Source: an optimization exercise on an open RTL-to-GDS flow (aim: small area, a short achievable clock period and few clock cycles per item). Production flows keep margins and buffers that such runs may drop. In this exercise RTL edits were held to simulation tests only and were not proved equivalent to the original.

## chacha20_poly1305_core
module chacha20_poly1305_core(
    input  wire clk,
    input  wire reset_n,
    input  wire init,
    input  wire encdec,
    input  wire [255:0] key,
    input  wire [95:0] nonce,
    input  wire [511:0] data_in,
    output reg  ready,
    output reg  valid,
    output reg  tag_ok,
    output wire [511:0] data_out,
    output wire [127:0] tag
);
    localparam K = 8;
    localparam W = 130 + K;
    localparam [2:0] S_IDLE = 3'd0, S_RND = 3'd1, S_MUL = 3'd2, S_FIN = 3'd3, S_TAG = 3'd4,
                     S_TAG2 = 3'd5;
    reg [2:0]   state;
    reg [5:0]   cnt;
    reg [511:0] st;
    reg [138:0] acc;
    reg [W-1:0] ms, mc;
    reg [31:0]  ffi, ffd;
    reg         selr;
    wire idle = (state == S_IDLE);
    wire rnd  = (state == S_RND);
    wire mul  = (state == S_MUL);
    wire last = rnd && (cnt == 6'd39);
    wire [511:0] rnd_out;
    chacha_block u_blk(.ph(cnt[1:0]), .st(st), .nx(rnd_out));
    wire [3:0]  t    = cnt[3:0];
    wire        ring = mul && (t >= 4'd3) && (t <= 4'd14);
    wire [3:0]  knext = !mul ? 4'd13 : (t == 4'd0) ? 4'd14 : (t == 4'd1) ? 4'd15 : (t - 4'd2);
    wire [31:0] ffx = (t == 4'd0) ? st[95:64] : (t == 4'd1) ? st[63:32] :
                      (t == 4'd2) ? st[31:0]  : st[511:480];
    wire [31:0] ffy = (ffx + ffi) ^ ffd;
    wire [511:0] init_state;
    wire [31:0]  iw, dw;
    chacha_core u_core(.key(key), .nonce(nonce), .data_in(data_in), .k(knext),
                       .init_state(init_state), .iw(iw), .dw(dw));
    wire [K-1:0] digit = st[127 - K*t -: K];
    wire [W-1:0] step_s, step_c;
    mac_csa_step u_step(.s(ms), .c(mc), .a(acc[129:0]), .d(digit), .so(step_s), .co(step_c));
    wire [138:0] fold_v;
    reduce_mod_poly1305 u_red(.s(ms), .c(mc), .v(fold_v));
    wire tagc = (state == S_TAG) || (state == S_TAG2);
    wire sel_now;
  ...
export LEC_CHECK = 0
export CAP_MARGIN = 35
export CORE_MARGIN = 2
export CORE_UTILIZATION = 40
export SLEW_MARGIN = 35
create_clock -name core_clock -period 22.0 [get_ports {clk}]
standard.sh (not shown) runs the stock make flow with config.mk's settings and CLKGATE_MAP_FILE= SYNTH_SCRIPT=/design/flow/synth_recipe.tcl, a recipe that flattens the netlist after the stock synthesis.
==> flow/flow/run.sh <==
#!/bin/bash
# Layout flow: the standard ORFS flow (standard.sh) with these changes:
#  - synthesis: the standard synthesis script, except that Yosys's quick ABC
#    pass before full-adder extraction is skipped (synth -noabc for the fine
#    stage), so that extract_fa finds the carry-save adders' full adders
#    without inverters between them; the registers keep the standard
#    synthesis's names and cell types (rename_regs.py checks both and renames
#    the flip-flops to the standard names, which the standard synthesis run
#    first provides);
#  - timing repair aims for extra setup slack (SETUP_SLACK_MARGIN), so that the
#    layout reaches a shorter clock period than the constraint's;
#  - the buffers that buffer_ports puts on every input and output port are
#    buf_2 cells instead of the tool's default choice (a 10 um2 delay buffer).
# Logs: std_synth.log (standard synthesis), own_synth.log and standard_flow.log
# (make output); each ORFS step's own log is under orfs/logs/.
set -euo pipefail
MARGIN=15.3
TARGET=${OWN_FLOW_TARGET:-finish}
R=orfs/results/$FLOW_PLATFORM/chacha20_poly1305_core/base
export OWN_FLOW_DIR=$PWD/flow
export OWN_STD_NETLIST=$PWD/std_1_2_yosys.v
ARGS=("SYNTH_SCRIPT=$PWD/flow/synth_noabc.tcl" "SETUP_SLACK_MARGIN=$MARGIN"
      "BUFFER_PORTS_ARGS=-buffer_cell sky130_fd_sc_hd__buf_2")

# 1. the standard synthesis, for the register names
bash standard.sh synth > std_synth.log 2>&1
cp "$R/1_2_yosys.v" "$OWN_STD_NETLIST"
rm -f "$R/1_2_yosys.v" "$R/1_2_yosys.sdc" "$R/1_synth.odb" "$R/1_synth.sdc"

# 2. own synthesis, then the rest of the flow
bash standard.sh "${ARGS[@]}" synth > own_synth.log 2>&1
bash standard.sh "${ARGS[@]}" "$TARGET" > standard_flow.log 2>&1
tail -n 40 standard_flow.log
Other scripts of this flow, unchanged in this note and not shown: flow/flow/rename_regs.py, flow/flow/synth_noabc.tcl
Testbench counts at the start, summed over its fixed seeds: cycles 15,112, items 256.
Edit:
--- a/flow/flow/run.sh
+++ b/flow/flow/run.sh
@@ -15,5 +15,5 @@
 # (make output); each ORFS step's own log is under orfs/logs/.
 set -euo pipefail
-MARGIN=15.3
+MARGIN=15
 TARGET=${OWN_FLOW_TARGET:-finish}
 R=orfs/results/$FLOW_PLATFORM/chacha20_poly1305_core/base
Worst hold slack improved by 0.0099 ns; clock skew came out lower by 0.050 ns; routed wire length goes down by 0.62%; utilization shrinks by 0.90 points; register-to-register slack degrades by 0.29 ns; sequential share of layout area went up by 0.32 points; area after synthesis stays the same; cell count goes down by 0.70%; critical path depth falls by 7.


Starting RTL as in the previous note.
clock: 22.0 ns
lec_check: 0
cap_margin: 35
core_margin: 2
core_utilization: 55
slew_margin: 35
==> flow/flow/run.sh <==
#!/bin/bash
# Layout flow: the standard ORFS flow (standard.sh: unchanged synthesis,
# floorplan, placement, CTS and routing) with two changes:
#  - timing repair aims for extra setup slack (SETUP_SLACK_MARGIN), so that the
#    layout reaches a shorter clock period than the constraint's;
#  - the buffers that buffer_ports puts on every input and output port are
#    buf_2 cells instead of the tool's default choice (a 10 um2 delay buffer).
# The full make output goes to standard_flow.log; each ORFS step's own log is
# under orfs/logs/.
set -euo pipefail
MARGIN=15
bash standard.sh "SETUP_SLACK_MARGIN=$MARGIN" \
    "BUFFER_PORTS_ARGS=-buffer_cell sky130_fd_sc_hd__buf_2" finish > standard_flow.log 2>&1
tail -n 40 standard_flow.log
The first run never finished: it broke off in global routing (5_1_grt) on GRT-0116.
Testbench counts at the start, summed over its fixed seeds: cycles 15,112, items 256.
Next try:
--- a/flow/config.mk
+++ b/flow/config.mk
@@ -10 +10 @@
-export CORE_UTILIZATION = 55
+export CORE_UTILIZATION = 40
=> With this change the flow finished with timing, DRC and antenna clean. Synthesized area is unchanged. Synthesized cell count stays the same.


chacha20_poly1305_core, a different RTL version from the one above (not shown whole).
Size: about 13000 cells after synthesis, ~1000 flip-flops, about 1500 I/O pins, about 110000 µm² of cells after synthesis.
## chacha20_poly1305_core
module chacha20_poly1305_core(
    input  wire clk,
    input  wire reset_n,
    input  wire init,
    input  wire encdec,
    input  wire [255:0] key,
    input  wire [95:0] nonce,
    input  wire [511:0] data_in,
    output reg  ready,
    output reg  valid,
    output reg  tag_ok,
    output wire [511:0] data_out,
    output wire [127:0] tag
);
    localparam K = 8;
    localparam W = 130 + K;
    localparam [2:0] S_IDLE = 3'd0, S_RND = 3'd1, S_MUL = 3'd2, S_FIN = 3'd3, S_TAG = 3'd4,
                     S_TAG2 = 3'd5;
    reg [2:0]   state;
    reg [5:0]   cnt;
    reg [511:0] st;
    reg [138:0] acc;
    reg [W-1:0] ms, mc;
    reg [31:0]  ffi, ffd;
    reg         selr;
    wire idle = (state == S_IDLE);
    wire rnd  = (state == S_RND);
    wire mul  = (state == S_MUL);
    wire last = rnd && (cnt == 6'd39);
    wire [511:0] rnd_out;
    chacha_block u_blk(.ph(cnt[1:0]), .st(st), .nx(rnd_out));
    wire [3:0]  t    = cnt[3:0];
    wire        ring = mul && (t >= 4'd3) && (t <= 4'd14);
    wire [3:0]  knext = !mul ? 4'd13 : (t == 4'd0) ? 4'd14 : (t == 4'd1) ? 4'd15 : (t - 4'd2);
    wire [31:0] ffx = (t == 4'd0) ? st[95:64] : (t == 4'd1) ? st[63:32] :
  ...
export LEC_CHECK = 0
export CAP_MARGIN = 50
export CORE_MARGIN = 2
export CORE_UTILIZATION = 40
export SLEW_MARGIN = 50
create_clock -name core_clock -period 22.0 [get_ports {clk}]
==> flow/flow/run.sh <==
#!/bin/bash
# Layout flow: the standard ORFS flow (standard.sh) with these changes:
#  - synthesis: the standard synthesis script, except that Yosys's quick ABC
#    pass before full-adder extraction is skipped (synth -noabc for the fine
#    stage), so that extract_fa finds the carry-save adders' full adders
#    without inverters between them; the registers keep the standard
#    synthesis's names and cell types (rename_regs.py checks both and renames
#    the flip-flops to the standard names, which the standard synthesis run
#    first provides);
#  - timing repair aims for extra setup slack (SETUP_SLACK_MARGIN), so that the
#    layout reaches a shorter clock period than the constraint's;
#  - the buffers that buffer_ports puts on every input and output port are
#    buf_2 cells instead of the tool's default choice (a 10 um2 delay buffer).
# Logs: std_synth.log (standard synthesis), own_synth.log and standard_flow.log
# (make output); each ORFS step's own log is under orfs/logs/.
set -euo pipefail
MARGIN=15
TARGET=${OWN_FLOW_TARGET:-finish}
R=orfs/results/$FLOW_PLATFORM/chacha20_poly1305_core/base
export OWN_FLOW_DIR=$PWD/flow
export OWN_STD_NETLIST=$PWD/std_1_2_yosys.v
ARGS=("SYNTH_SCRIPT=$PWD/flow/synth_noabc.tcl" "SETUP_SLACK_MARGIN=$MARGIN"
      "BUFFER_PORTS_ARGS=-buffer_cell sky130_fd_sc_hd__buf_2")

# 1. the standard synthesis, for the register names
bash standard.sh synth > std_synth.log 2>&1
cp "$R/1_2_yosys.v" "$OWN_STD_NETLIST"
rm -f "$R/1_2_yosys.v" "$R/1_2_yosys.sdc" "$R/1_synth.odb" "$R/1_synth.sdc"

# 2. own synthesis, then the rest of the flow
bash standard.sh "${ARGS[@]}" synth > own_synth.log 2>&1
bash standard.sh "${ARGS[@]}" "$TARGET" > standard_flow.log 2>&1
tail -n 40 standard_flow.log
Other scripts of this flow, unchanged in this note and not shown: flow/flow/rename_regs.py, flow/flow/synth_noabc.tcl
The baseline passed the timing, DRC and antenna checks.
Testbench counts at the start, summed over its fixed seeds: cycles 15,112, items 256.
Change:
CAP_MARGIN = 35   (was 50)
SLEW_MARGIN = 35   (was 50)
After rerunning:
- With this change the flow finished but fails on capacitance limit, slew limit
- hold slack degrades by 23 ps
- routed wire length hardly moves
- clock-buffer cell count increases by 4
- worst setup slack degrades by 170 ps
- global-route usage increases by 0.16 points
- via count is about the same
- design area decreases by 1.3%

-- what the ideal ports hide --
In the flow no input, the clock included, has a driving cell. The finished layouts below were timed again as built, in two steps.
Step 1 assumes that a clkbuf_16 drives the clock port and a buf_2 every other input.
Step 2 adds t to the input delays and takes it off the output delays; t is the mean of the earliest and latest rising clock arrival at the registers after step 1. Input paths then give back, and output paths get back, about the clock's delay inside the block.
Three values: ideal, step 1, step 2; two values: the first two.
run | t (ns) | slack for setup (ns) | worst slew at a driven data input, ns
the first run of note 1 | 1.034 | 15.028 / 15.028 / 14.870 | 0.59
the second run of note 1 | 1.043 | 14.739 / 14.739 / 14.739 | 0.51
the second run of note 2 | 1.062 | 14.346 / 14.346 / 14.346 | 0.47
the first run of note 3 | 1.030 | 14.312 / 14.312 / 14.312 | 0.61
the second run of note 3 | 1.036 | 14.145 / 14.145 / 14.145 | 0.61
For the first run of note 1, which loses most, drivers alone change the setup slack by 0.000 ns; drivers and shift together by -0.158 ns.
